Source: an optimization exercise on an open RTL-to-GDS flow (aim: small area). Production flows keep margins and buffers that such runs may drop.
No functional check of the RTL was part of this run.
No activity file was given, so power comes from the tool's default toggle rates.

--- design/flow/constraint.sdc ---
create_clock -name core_clock -period 10.0 [get_ports {S_AXI_ACLK}]
set_input_delay 2.0000 -clock core_clock [delete_from_list [all_inputs] [get_ports {S_AXI_ACLK}]]
set_output_delay 2.0000 -clock core_clock [all_outputs]
set_load 0.01 [all_outputs]
--- design/flow/run.sh ---
#!/bin/bash
# synth_recipe.tcl (not shown) runs the flow's synth.tcl, then flattens the netlist and writes it again
# the make line also repeats each setting of config.mk as NAME=value (left out here)
make -C /OpenROAD-flow-scripts/flow DESIGN_CONFIG=/design/flow/config.mk WORK_HOME=/design/flow/orfs CLKGATE_MAP_FILE= SYNTH_SCRIPT=/design/flow/synth_recipe.tcl finish
--- design/flow/config.mk ---
export PLATFORM = sky130hd
export DESIGN_NAME = axi_lite_slave
export DESIGN_NICKNAME = axi_lite_slave
export VERILOG_FILES = /design/flow/design.v
export SDC_FILE = /design/flow/constraint.sdc
export NUM_CORES = 4
export LEC_CHECK = 0
export CAP_MARGIN = 20
export CORE_MARGIN = 2
export CORE_UTILIZATION = 40
export SLEW_MARGIN = 20
--- design/flow/design.v ---
module axi_lite_if #(
    parameter ADDR_WIDTH = 4,
    parameter DATA_WIDTH = 32
)(
    input  wire                     S_AXI_ACLK,
    input  wire                     S_AXI_ARESETN,
    input  wire [ADDR_WIDTH-1:0]    S_AXI_AWADDR,
    input  wire [2:0]               S_AXI_AWPROT,    
    input  wire                     S_AXI_AWVALID,
    output reg                      S_AXI_AWREADY,
    input  wire [DATA_WIDTH-1:0]    S_AXI_WDATA,
    input  wire [DATA_WIDTH/8-1:0]  S_AXI_WSTRB,     
    input  wire                     S_AXI_WVALID,
    output reg                      S_AXI_WREADY,
    output reg  [1:0]               S_AXI_BRESP,
    output reg                      S_AXI_BVALID,
    input  wire                     S_AXI_BREADY,
    input  wire [ADDR_WIDTH-1:0]    S_AXI_ARADDR,
    input  wire [2:0]               S_AXI_ARPROT,    
    input  wire                     S_AXI_ARVALID,
    output reg                      S_AXI_ARREADY,
    output reg  [DATA_WIDTH-1:0]    S_AXI_RDATA,
    output reg  [1:0]               S_AXI_RRESP,
    output reg                      S_AXI_RVALID,
    input  wire                     S_AXI_RREADY,
    output reg                      reg_wr_en,
    output reg  [ADDR_WIDTH-1:0]    reg_wr_addr,
    output reg  [DATA_WIDTH-1:0]    reg_wr_data,
    output reg  [DATA_WIDTH/8-1:0]  reg_wr_strb,
    output reg                      reg_rd_en,
    output reg  [ADDR_WIDTH-1:0]    reg_rd_addr,
    input  wire [DATA_WIDTH-1:0]    reg_rd_data,
    input  wire                     reg_rd_valid
);
    localparam [1:0] RESP_OKAY   = 2'b00;   
    localparam [1:0] RESP_EXOKAY = 2'b01;   
    localparam [1:0] RESP_SLVERR = 2'b10;   
    localparam [1:0] RESP_DECERR = 2'b11;   
    localparam [2:0] W_IDLE    = 3'b000;
    localparam [2:0] W_ADDR    = 3'b001;
    localparam [2:0] W_DATA    = 3'b010;
    localparam [2:0] W_BOTH    = 3'b011;
    localparam [2:0] W_RESP    = 3'b100;
    reg [2:0] write_state;
    localparam [1:0] R_IDLE    = 2'b00;
    localparam [1:0] R_ADDR    = 2'b01;
    localparam [1:0] R_DATA    = 2'b10;
    reg [1:0] read_state;
    reg [ADDR_WIDTH-1:0] wr_addr_captured;
    reg [DATA_WIDTH-1:0] wr_data_captured;
    reg [DATA_WIDTH/8-1:0] wr_strb_captured;
    always @(posedge S_AXI_ACLK or negedge S_AXI_ARESETN) begin
        if (!S_AXI_ARESETN) begin
            write_state      <= W_IDLE;
            S_AXI_AWREADY    <= 1'b0;
            S_AXI_WREADY     <= 1'b0;
            S_AXI_BVALID     <= 1'b0;
            S_AXI_BRESP      <= RESP_OKAY;
            reg_wr_en        <= 1'b0;
            reg_wr_addr      <= {ADDR_WIDTH{1'b0}};
            reg_wr_data      <= {DATA_WIDTH{1'b0}};
            reg_wr_strb      <= {DATA_WIDTH/8{1'b0}};
            wr_addr_captured <= {ADDR_WIDTH{1'b0}};
            wr_data_captured <= {DATA_WIDTH{1'b0}};
            wr_strb_captured <= {DATA_WIDTH/8{1'b0}};
        end else begin
            reg_wr_en <= 1'b0;
            case (write_state)
                W_IDLE: begin
                    S_AXI_AWREADY <= 1'b1;   
                    S_AXI_WREADY  <= 1'b1;   
                    S_AXI_BVALID  <= 1'b0;
                    if (S_AXI_AWVALID && S_AXI_WVALID) begin
                        wr_addr_captured <= S_AXI_AWADDR;
                        wr_data_captured <= S_AXI_WDATA;
                        wr_strb_captured <= S_AXI_WSTRB;
                        S_AXI_AWREADY    <= 1'b0;
                        S_AXI_WREADY     <= 1'b0;
                        write_state      <= W_BOTH;
                    end else if (S_AXI_AWVALID) begin
                        wr_addr_captured <= S_AXI_AWADDR;
                        S_AXI_AWREADY    <= 1'b0;
                        write_state      <= W_ADDR;
                    end else if (S_AXI_WVALID) begin
                        wr_data_captured <= S_AXI_WDATA;
                        wr_strb_captured <= S_AXI_WSTRB;
                        S_AXI_WREADY     <= 1'b0;
                        write_state      <= W_DATA;
                    end
                end
                W_ADDR: begin
                    S_AXI_WREADY <= 1'b1;
                    if (S_AXI_WVALID) begin
                        wr_data_captured <= S_AXI_WDATA;
                        wr_strb_captured <= S_AXI_WSTRB;
                        S_AXI_WREADY     <= 1'b0;
                        write_state      <= W_BOTH;
                    end
                end
                W_DATA: begin
                    S_AXI_AWREADY <= 1'b1;
                    if (S_AXI_AWVALID) begin
                        wr_addr_captured <= S_AXI_AWADDR;
                        S_AXI_AWREADY    <= 1'b0;
                        write_state      <= W_BOTH;
                    end
                end
                W_BOTH: begin
                    reg_wr_en   <= 1'b1;
                    reg_wr_addr <= wr_addr_captured;
                    reg_wr_data <= wr_data_captured;
                    reg_wr_strb <= wr_strb_captured;
                    S_AXI_BVALID <= 1'b1;
                    S_AXI_BRESP  <= RESP_OKAY;
                    write_state  <= W_RESP;
                end
                W_RESP: begin
                    if (S_AXI_BREADY) begin
                        S_AXI_BVALID <= 1'b0;
                        write_state  <= W_IDLE;
                    end
                end
                default: begin
                    write_state <= W_IDLE;
                end
            endcase
        end
    end
    always @(posedge S_AXI_ACLK or negedge S_AXI_ARESETN) begin
        if (!S_AXI_ARESETN) begin
            read_state    <= R_IDLE;
            S_AXI_ARREADY <= 1'b0;
            S_AXI_RVALID  <= 1'b0;
            S_AXI_RDATA   <= {DATA_WIDTH{1'b0}};
            S_AXI_RRESP   <= RESP_OKAY;
            reg_rd_en     <= 1'b0;
            reg_rd_addr   <= {ADDR_WIDTH{1'b0}};
        end else begin
            reg_rd_en <= 1'b0;
            case (read_state)
                R_IDLE: begin
                    S_AXI_ARREADY <= 1'b1;   
                    S_AXI_RVALID  <= 1'b0;
                    if (S_AXI_ARVALID) begin
                        reg_rd_addr   <= S_AXI_ARADDR;
                        reg_rd_en     <= 1'b1;
                        S_AXI_ARREADY <= 1'b0;
                        read_state    <= R_ADDR;
                    end
                end
                R_ADDR: begin
                    if (reg_rd_valid) begin
                        S_AXI_RDATA  <= reg_rd_data;
                        S_AXI_RRESP  <= RESP_OKAY;
                        S_AXI_RVALID <= 1'b1;
                        read_state   <= R_DATA;
                    end
                end
                R_DATA: begin
                    if (S_AXI_RREADY) begin
                        S_AXI_RVALID <= 1'b0;
                        read_state   <= R_IDLE;
                    end
                end
                default: begin
                    read_state <= R_IDLE;
                end
            endcase
        end
    end
endmodule
module irq_ctrl #(
    parameter CLK_FREQ_HZ = 100_000_000,         
    parameter DEBOUNCE_MS = 20                   
) (
    input  wire  clk,
    input  wire  rst_n,
    input  wire  ext_irq_in,
    output wire  irq_pulse_out
);
    localparam integer DEBOUNCE_COUNT = (CLK_FREQ_HZ / 1000) * DEBOUNCE_MS;
    localparam integer COUNTER_WIDTH = $clog2(DEBOUNCE_COUNT + 1);
    reg [COUNTER_WIDTH-1:0] debounce_counter;
    reg                      ext_irq_sync_1;      
    reg                      ext_irq_sync_2;      
    reg                      ext_irq_stable;      
    reg                      ext_irq_d1;          
    wire                     ext_irq_posedge;     
    reg                      irq_pulse_reg;
    assign irq_pulse_out = irq_pulse_reg;
    always @(posedge clk) begin
        if (!rst_n) begin
            ext_irq_sync_1 <= 1'b0;
            ext_irq_sync_2 <= 1'b0;
        end else begin
            ext_irq_sync_1 <= ext_irq_in;       
            ext_irq_sync_2 <= ext_irq_sync_1;   
        end
    end
    always @(posedge clk) begin
        if (!rst_n) begin
            debounce_counter <= {COUNTER_WIDTH{1'b0}};
            ext_irq_stable   <= 1'b0;
        end else begin
            if (ext_irq_sync_2 != ext_irq_stable) begin
                if (debounce_counter == DEBOUNCE_COUNT[COUNTER_WIDTH-1:0]) begin
                    ext_irq_stable   <= ext_irq_sync_2;
                    debounce_counter <= {COUNTER_WIDTH{1'b0}};
                end else begin
                    debounce_counter <= debounce_counter + 1'b1;
                end
            end else begin
                debounce_counter <= {COUNTER_WIDTH{1'b0}};
            end
        end
    end
    always @(posedge clk) begin
        if (!rst_n) begin
            ext_irq_d1 <= 1'b0;
        end else begin
            ext_irq_d1 <= ext_irq_stable;
        end
    end
    assign ext_irq_posedge = ext_irq_stable & ~ext_irq_d1;
    always @(posedge clk) begin
        if (!rst_n) begin
            irq_pulse_reg <= 1'b0;
        end else begin
            irq_pulse_reg <= ext_irq_posedge;
        end
    end
endmodule
`timescale 1ns / 1ps
module led_driver #(
    parameter NUM_LEDS = 4,                      
    parameter ENABLE_PWM = 0,                    
    parameter PWM_RESOLUTION = 8,                
    parameter CLK_FREQ_HZ = 100_000_000          
) (
    input  wire                  clk,
    input  wire                  rst_n,
    input  wire [NUM_LEDS-1:0]   led_ctrl,
    input  wire [PWM_RESOLUTION-1:0] pwm_duty,
    output wire [NUM_LEDS-1:0]   LED
);
    generate
        if (ENABLE_PWM == 1) begin : gen_pwm
            localparam integer PWM_PERIOD = (1 << PWM_RESOLUTION) - 1;
            reg [PWM_RESOLUTION-1:0] pwm_counter;
            reg                       pwm_active;
            reg [NUM_LEDS-1:0]       led_out_reg;
            always @(posedge clk) begin
                if (!rst_n) begin
                    pwm_counter <= {PWM_RESOLUTION{1'b0}};
                end else begin
                    if (pwm_counter == PWM_PERIOD[PWM_RESOLUTION-1:0]) begin
                        pwm_counter <= {PWM_RESOLUTION{1'b0}};
                    end else begin
                        pwm_counter <= pwm_counter + 1'b1;
                    end
                end
            end
            always @(posedge clk) begin
                if (!rst_n) begin
                    pwm_active <= 1'b0;
                end else begin
                    pwm_active <= (pwm_counter < pwm_duty) ? 1'b1 : 1'b0;
                end
            end
            always @(posedge clk) begin
                if (!rst_n) begin
                    led_out_reg <= {NUM_LEDS{1'b0}};
                end else begin
                    led_out_reg <= led_ctrl & {NUM_LEDS{pwm_active}};
                end
            end
            assign LED = led_out_reg;
        end else begin : gen_direct
            reg [NUM_LEDS-1:0] led_out_reg;
            always @(posedge clk) begin
                if (!rst_n) begin
                    led_out_reg <= {NUM_LEDS{1'b0}};
                end else begin
                    led_out_reg <= led_ctrl;
                end
            end
            assign LED = led_out_reg;
        end
    endgenerate
endmodule
`timescale 1ns / 1ps
module reg_bank #(
    parameter ADDR_WIDTH = 4,     
    parameter DATA_WIDTH = 32     
)(
    input  wire                     clk,
    input  wire                     rst_n,
    input  wire                     wr_en,
    input  wire [ADDR_WIDTH-1:0]    wr_addr,
    input  wire [DATA_WIDTH-1:0]    wr_data,
    input  wire [DATA_WIDTH/8-1:0]  wr_strb,     
    input  wire                     rd_en,
    input  wire [ADDR_WIDTH-1:0]    rd_addr,
    output reg  [DATA_WIDTH-1:0]    rd_data,
    output reg                      rd_valid,
    output wire [7:0]               led_ctrl_reg,
    output wire [15:0]              sevenseg_data_reg,
    output wire                     irq_status_reg,
    input  wire                     irq_set
);
    reg [31:0] reg_0x00;   
    reg [31:0] reg_0x04;   
    reg [31:0] reg_0x08;   
    reg [31:0] reg_0x0C;   
    always @(posedge clk or negedge rst_n) begin
        if (!rst_n) begin
            reg_0x00 <= 32'h0;
            reg_0x04 <= 32'h0;
            reg_0x08 <= 32'h0;
            reg_0x0C <= 32'h0;
        end else begin
            if (irq_set) begin
                reg_0x08[0] <= 1'b1;
            end
            if (wr_en) begin
                case (wr_addr[3:2])   
                    2'b00: begin   
                        if (wr_strb[0]) reg_0x00[7:0]   <= wr_data[7:0];
                        if (wr_strb[1]) reg_0x00[15:8]  <= wr_data[15:8];
                        if (wr_strb[2]) reg_0x00[23:16] <= wr_data[23:16];
                        if (wr_strb[3]) reg_0x00[31:24] <= wr_data[31:24];
                    end
                    2'b01: begin   
                        if (wr_strb[0]) reg_0x04[7:0]   <= wr_data[7:0];
                        if (wr_strb[1]) reg_0x04[15:8]  <= wr_data[15:8];
                        if (wr_strb[2]) reg_0x04[23:16] <= wr_data[23:16];
                        if (wr_strb[3]) reg_0x04[31:24] <= wr_data[31:24];
                    end
                    2'b10: begin   
                        if (wr_strb[0] && wr_data[0]) begin
                            reg_0x08[0] <= 1'b0;   
                        end
                    end
                    2'b11: begin   
                        if (wr_strb[0]) reg_0x0C[7:0]   <= wr_data[7:0];
                        if (wr_strb[1]) reg_0x0C[15:8]  <= wr_data[15:8];
                        if (wr_strb[2]) reg_0x0C[23:16] <= wr_data[23:16];
                        if (wr_strb[3]) reg_0x0C[31:24] <= wr_data[31:24];
                    end
                endcase
            end
        end
    end
    always @(posedge clk or negedge rst_n) begin
        if (!rst_n) begin
            rd_data  <= 32'h0;
            rd_valid <= 1'b0;
        end else begin
            rd_valid <= rd_en;   
            if (rd_en) begin
                case (rd_addr[3:2])   
                    2'b00:   rd_data <= reg_0x00;   
                    2'b01:   rd_data <= reg_0x04;   
                    2'b10:   rd_data <= reg_0x08;   
                    2'b11:   rd_data <= reg_0x0C;   
                    default: rd_data <= 32'hDEADBEEF;   
                endcase
            end
        end
    end
    assign led_ctrl_reg       = reg_0x00[7:0];    
    assign sevenseg_data_reg  = reg_0x04[15:0];   
    assign irq_status_reg     = reg_0x08[0];      
endmodule
module sevenseg_mux #(
    parameter CLK_FREQ_HZ = 100_000_000,         
    parameter REFRESH_RATE_HZ = 1000             
) (
    input  wire        clk,
    input  wire        rst_n,
    input  wire [15:0] seg_data,
    output wire [6:0]  seg_cathode,   
    output wire [3:0]  seg_anode      
);
    localparam integer COUNTER_MAX = CLK_FREQ_HZ / (REFRESH_RATE_HZ * 4) - 1;
    localparam integer COUNTER_WIDTH = $clog2(COUNTER_MAX + 1);
    reg [COUNTER_WIDTH-1:0] counter_reg;
    reg [1:0]               digit_sel_reg;       
    reg [3:0]               current_digit;       
    reg [6:0]               seg_cathode_reg;
    reg [3:0]               seg_anode_reg;
    assign seg_cathode = seg_cathode_reg;
    assign seg_anode   = seg_anode_reg;
    always @(posedge clk) begin
        if (!rst_n) begin
            counter_reg   <= {COUNTER_WIDTH{1'b0}};
            digit_sel_reg <= 2'b00;
        end else begin
            if (counter_reg == COUNTER_MAX[COUNTER_WIDTH-1:0]) begin
                counter_reg   <= {COUNTER_WIDTH{1'b0}};
                digit_sel_reg <= digit_sel_reg + 2'b01;
            end else begin
                counter_reg   <= counter_reg + 1'b1;
            end
        end
    end
    always @(*) begin
        case (digit_sel_reg)
            2'b00:   current_digit = seg_data[3:0];     
            2'b01:   current_digit = seg_data[7:4];     
            2'b10:   current_digit = seg_data[11:8];    
            2'b11:   current_digit = seg_data[15:12];   
            default: current_digit = 4'h0;
        endcase
    end
    always @(*) begin
        case (current_digit)
            4'h0: seg_cathode_reg = 7'b1000000;   
            4'h1: seg_cathode_reg = 7'b1111001;   
            4'h2: seg_cathode_reg = 7'b0100100;   
            4'h3: seg_cathode_reg = 7'b0110000;   
            4'h4: seg_cathode_reg = 7'b0011001;   
            4'h5: seg_cathode_reg = 7'b0010010;   
            4'h6: seg_cathode_reg = 7'b0000010;   
            4'h7: seg_cathode_reg = 7'b1111000;   
            4'h8: seg_cathode_reg = 7'b0000000;   
            4'h9: seg_cathode_reg = 7'b0010000;   
            4'hA: seg_cathode_reg = 7'b0001000;   
            4'hB: seg_cathode_reg = 7'b0000011;   
            4'hC: seg_cathode_reg = 7'b1000110;   
            4'hD: seg_cathode_reg = 7'b0100001;   
            4'hE: seg_cathode_reg = 7'b0000110;   
            4'hF: seg_cathode_reg = 7'b0001110;   
            default: seg_cathode_reg = 7'b1111111;   
        endcase
    end
    always @(*) begin
        case (digit_sel_reg)
            2'b00:   seg_anode_reg = 4'b1110;   
            2'b01:   seg_anode_reg = 4'b1101;   
            2'b10:   seg_anode_reg = 4'b1011;   
            2'b11:   seg_anode_reg = 4'b0111;   
            default: seg_anode_reg = 4'b1111;   
        endcase
    end
endmodule
module axi_lite_slave #(
    parameter ADDR_WIDTH = 4,                    
    parameter DATA_WIDTH = 32,                   
    parameter CLK_FREQ_HZ = 100_000_000,         
    parameter NUM_LEDS = 4                       
) (
    input  wire                     S_AXI_ACLK,
    input  wire                     S_AXI_ARESETN,
    input  wire [ADDR_WIDTH-1:0]    S_AXI_AWADDR,
    input  wire [2:0]               S_AXI_AWPROT,
    input  wire                     S_AXI_AWVALID,
    output wire                     S_AXI_AWREADY,
    input  wire [DATA_WIDTH-1:0]    S_AXI_WDATA,
    input  wire [DATA_WIDTH/8-1:0]  S_AXI_WSTRB,
    input  wire                     S_AXI_WVALID,
    output wire                     S_AXI_WREADY,
    output wire [1:0]               S_AXI_BRESP,
    output wire                     S_AXI_BVALID,
    input  wire                     S_AXI_BREADY,
    input  wire [ADDR_WIDTH-1:0]    S_AXI_ARADDR,
    input  wire [2:0]               S_AXI_ARPROT,
    input  wire                     S_AXI_ARVALID,
    output wire                     S_AXI_ARREADY,
    output wire [DATA_WIDTH-1:0]    S_AXI_RDATA,
    output wire [1:0]               S_AXI_RRESP,
    output wire                     S_AXI_RVALID,
    input  wire                     S_AXI_RREADY,
    output wire [NUM_LEDS-1:0]      LED,
    output wire [6:0]               SEG_CATHODE,
    output wire [3:0]               SEG_ANODE,
    output wire                     IRQ_OUT,
    input  wire                     EXT_IRQ_IN
);
    wire                     reg_wr_en;
    wire [ADDR_WIDTH-1:0]    reg_wr_addr;
    wire [DATA_WIDTH-1:0]    reg_wr_data;
    wire [DATA_WIDTH/8-1:0]  reg_wr_strb;
    wire                     reg_rd_en;
    wire [ADDR_WIDTH-1:0]    reg_rd_addr;
    wire [DATA_WIDTH-1:0]    reg_rd_data;
    wire                     reg_rd_valid;
    wire [7:0]               led_ctrl_reg;
    wire [15:0]              sevenseg_data_reg;
    wire                     irq_status_reg;
    wire                     irq_pulse;
    axi_lite_if #(
        .ADDR_WIDTH(ADDR_WIDTH),
        .DATA_WIDTH(DATA_WIDTH)
    ) u_axi_if (
        .S_AXI_ACLK     (S_AXI_ACLK),
        .S_AXI_ARESETN  (S_AXI_ARESETN),
        .S_AXI_AWADDR   (S_AXI_AWADDR),
        .S_AXI_AWPROT   (S_AXI_AWPROT),
        .S_AXI_AWVALID  (S_AXI_AWVALID),
        .S_AXI_AWREADY  (S_AXI_AWREADY),
        .S_AXI_WDATA    (S_AXI_WDATA),
        .S_AXI_WSTRB    (S_AXI_WSTRB),
        .S_AXI_WVALID   (S_AXI_WVALID),
        .S_AXI_WREADY   (S_AXI_WREADY),
        .S_AXI_BRESP    (S_AXI_BRESP),
        .S_AXI_BVALID   (S_AXI_BVALID),
        .S_AXI_BREADY   (S_AXI_BREADY),
        .S_AXI_ARADDR   (S_AXI_ARADDR),
        .S_AXI_ARPROT   (S_AXI_ARPROT),
        .S_AXI_ARVALID  (S_AXI_ARVALID),
        .S_AXI_ARREADY  (S_AXI_ARREADY),
        .S_AXI_RDATA    (S_AXI_RDATA),
        .S_AXI_RRESP    (S_AXI_RRESP),
        .S_AXI_RVALID   (S_AXI_RVALID),
        .S_AXI_RREADY   (S_AXI_RREADY),
        .reg_wr_en      (reg_wr_en),
        .reg_wr_addr    (reg_wr_addr),
        .reg_wr_data    (reg_wr_data),
        .reg_wr_strb    (reg_wr_strb),
        .reg_rd_en      (reg_rd_en),
        .reg_rd_addr    (reg_rd_addr),
        .reg_rd_data    (reg_rd_data),
        .reg_rd_valid   (reg_rd_valid)
    );
    reg_bank #(
        .ADDR_WIDTH(ADDR_WIDTH),
        .DATA_WIDTH(DATA_WIDTH)
    ) u_reg_bank (
        .clk                (S_AXI_ACLK),
        .rst_n              (S_AXI_ARESETN),
        .wr_en              (reg_wr_en),
        .wr_addr            (reg_wr_addr),
        .wr_data            (reg_wr_data),
        .wr_strb            (reg_wr_strb),
        .rd_en              (reg_rd_en),
        .rd_addr            (reg_rd_addr),
        .rd_data            (reg_rd_data),
        .rd_valid           (reg_rd_valid),
        .led_ctrl_reg       (led_ctrl_reg),
        .sevenseg_data_reg  (sevenseg_data_reg),
        .irq_status_reg     (irq_status_reg),
        .irq_set            (irq_pulse)
    );
    led_driver #(
        .NUM_LEDS       (NUM_LEDS),
        .ENABLE_PWM     (0),                     
        .PWM_RESOLUTION (8),
        .CLK_FREQ_HZ    (CLK_FREQ_HZ)
    ) u_led_driver (
        .clk            (S_AXI_ACLK),
        .rst_n          (S_AXI_ARESETN),
        .led_ctrl       (led_ctrl_reg[NUM_LEDS-1:0]),
        .pwm_duty       (8'd128),                
        .LED            (LED)
    );
    sevenseg_mux #(
        .CLK_FREQ_HZ      (CLK_FREQ_HZ),
        .REFRESH_RATE_HZ  (1000)                 
    ) u_sevenseg_mux (
        .clk              (S_AXI_ACLK),
        .rst_n            (S_AXI_ARESETN),
        .seg_data         (sevenseg_data_reg),
        .seg_cathode      (SEG_CATHODE),
        .seg_anode        (SEG_ANODE)
    );
    irq_ctrl #(
        .CLK_FREQ_HZ  (CLK_FREQ_HZ),
        .DEBOUNCE_MS  (20)                       
    ) u_irq_ctrl (
        .clk            (S_AXI_ACLK),
        .rst_n          (S_AXI_ARESETN),
        .ext_irq_in     (EXT_IRQ_IN),
        .irq_pulse_out  (irq_pulse)
    );
    assign IRQ_OUT = irq_status_reg;
endmodule
==> run notes <==
[metal layers]
metal / vias up / track usage / routed length (µm)
li1: 3612 / - / -
met1: 3816 / 0.2127 / 12090
met2: 126 / 0.2530 / 11360
met3: 40 / 0.02492 / 809
met4: 0 / 0.04520 / 538
met5: - / 0 / 0
[layout by cell type (no fill, tap or decap), types with 9 or more instances in the layout]
cell and instances:
dfrtp_1 250, mux2_2 238, clkdlybuf4s50_1 99, nor2_1 73, dfxtp_1 47, a21oi_1 42
clkbuf_16 34, a22oi_1 32, nand2_1 30, inv_1 29, xnor2_1 16, mux2i_1 14
ha_1 13, o21ai_0 12, buf_4 11, clkbuf_8 10, nand4_1 9, xor2_1 9
nand3_1 9
[final timing paths]
| path | startpoint | end | slack (ns) | cells past startpoint |
|---|---|---|---|---|
| min | u_irq_ctrl.ext_irq_d1 | u_irq_ctrl.irq_pulse_reg | 0.39 | 1 |
| max in group asynchronous | S_AXI_ARESETN | u_axi_if.reg_rd_en | 7.10 | 2 |
| min in group asynchronous | S_AXI_ARESETN | async pin | 1.49 | 1 |
| min reg2reg | u_irq_ctrl.ext_irq_d1 | u_irq_ctrl.irq_pulse_reg | 0.39 | 1 |
| max | u_sevenseg_mux.digit_sel_reg[1] | SEG_CATHODE[4] | 4.62 | 10 |
| max reg2reg | u_axi_if.reg_rd_addr[3] | u_reg_bank.rd_data[28] | 7.59 | 4 |
[critical path, delay by kind of cell, from the launching register on]
family	cells	cell delay (ns)
and+or+nand+nor	2	0.44
adders and majority gates	2	0.48
DFF	1	0.37
muxes	1	0.42
AOI/OAI and AO/OA	2	0.31
buffers and inverters	3	0.85
[power by group]
part / leakage (nW) / switching (mW) / internal [mW] / total (mW)
combinational: 2.27 / 0.514 / 0.757 / 1.27
sequential: 3.49 / 0.354 / 1.68 / 2.04
clock: 0.547 / 0.480 / 0.730 / 1.21
total: 6.32 / 1.35 / 3.17 / 4.52
[logic make-up after synthesis]
kind of cell	synth area share
DFF	0.5852
muxes	0.2295
and+or+nand+nor	0.07385
AOI/OAI and AO/OA	0.05536
buffers and inverters	0.02495
xor gates and xnor gates	0.01768
adders and majority gates	0.01313
other	0.0003028
[metrics by stage]
step	area [µm²]	power, mW	util	instances
after CTS	14910	4.587	0.4886	1483
after global routing	14910	4.810	0.4886	1483
after detailed placement	13800	3.352	0.4522	1422
final	14910	4.519	0.4886	1483
after global placement	13800	3.316	0.4522	1422
after floorplan	12400	2.834	-	962
[final cells by class]
cell class	count	area, µm²
tap	396	495.5
inverter	30	112.6
clock buffer	51	1015
sequential	299	7249
timing repair buffer	111	1089
fill	2707	15600
multi-input combinational	586	4850
clock inverter	10	95.09
==> results.cfg <==
[status]
status = finished clean

[timing]
tightest_slew_ns = 0.9744
setup_viol = 0
finalHoldViolCount = 0
fmax_mhz = 185.9
rsz0062_at_grt = no
finalWorstSetupSlack_ns = 4.620
whs_ns = 0.3893
skew_ns = 0.01672
period_share = 0.5380
slew_headroom = 0.3504
layout_min_cycle_time_ns = 5.380
setup-tns-final_ns = 0
slew_violations = 0

[clocking]
cts_resized = 0
cts_hold_buf = 0
cts-root-buf = clkbuf_16
cts_htree_levels = 2
clockBufferDepth = 3
clock_sinks = 299
cts_tree = done
cts_made_buffers = 34
cts.clk_slew.worst_paths_ns = 0.06
clock_latency_ns = 0.50
post_cts_buffers = 0

[yosys]
synthTopCellsByArea = dfrtp_1 (51%), mux2_2 (22%), dfxtp_1 (7.6%)
synth_edf_count = 0
ys_async_sr_fraction = 0.8428
netlist_instances = 959
synth-seq-cells = 299
synth.most_common_cell = dfrtp_1
synth_top_cell_by_area = dfrtp_1
yosys_most_used_dff = dfrtp_1
synth_area_um2 = 12380
netlist.area_leader.share = 0.5092
ys_warn_count = 5
synth_cell_types = 50
synth_common_cells = dfrtp_1 (252), mux2_2 (238), nor2_1 (74)
syn_avg_cell_area_um2 = 12.91
ys_seq_area_frac = 0.5852

[floorplan]
coreArea_um2 = 30510
pin_count = 115
dieArea_um2 = 32380
num_rows = 64
die_x_um = 180.0
die_h_um = 180.0
start_util = 0.4059

[finish]
diodes = 0
num-nets-final = 1133
drive_above_1_share = 0.2879
area_growth_pct = 20.36

[routing]
vias = 7594
dr.pass1.iters = 5
wl_per_cell_um = 16.72
antenna_left = 0
via_per_inst = 5.121
routed_wl_um = 24790
drt-initial-drc-count = 294
drc = 0

[worst_setup_path]
critPathArrivalTime_ns = 3.38
end_kind = output port
cp_data_required_time_ns = 8.00
worstPathCellList = inv_1, ha_1, a22oi_1, nand2_1, mux2i_1, inv_1, ha_1, or3_1, o21ai_0, clkdlybuf4s50_1
crit_type = flop to output port
cp-start-kind = flop
crit_path_max_fanout = 5
slowest_stage = clkdlybuf4s50_1
slowest_delay_ns = 0.58

[global_routing]
track_usage = 0.1547
grt_antenna_before_repair = 1
grt_pass1_vias = 7750
grt_max_degree = 86
grt_pass1_wl_um = 41150
overflow = 0

[hold_path]
hold_class = flop to flop

[place]
port_buffers = 100
post-place-ws_ns = 5.141
gp_congestion = 0.7937
hpwl_um = 16000

[job]
timing.max_cap.violations = 0

[pwr]
power.density_nw_per_um2 = 303.2
peakVddDrop_mv = 0.1408
cellLeakagePower_nw = 6.315

## re-timing with driven ports
Ports are ideal in the flow. The routed layout listed here was re-timed in OpenROAD.
Step 1 (the two cells are an assumption about what drives the block):
set clk [get_ports {S_AXI_ACLK}]
set_driving_cell -lib_cell sky130_fd_sc_hd__clkbuf_16 $clk
set_driving_cell -lib_cell sky130_fd_sc_hd__buf_2 [delete_from_list [all_inputs] $clk]
Step 2 also shifts input and output timing later by t, the mid clock arrival at the registers, as if the neighbouring blocks saw the same clock.
Slacks: ideal / step 1 / step 2; pairs: ideal / step 1.
t (ns): 0.542
setup slack, ns: 4.620 / 4.574 / 5.116
hold slack, ns: 0.389 / 0.389 / 0.389
cell pins on the clock port's net: 1
After both steps this run still meets setup and hold. The setup slack of this run moves by -0.046 ns with the drivers and by +0.496 ns with both steps.
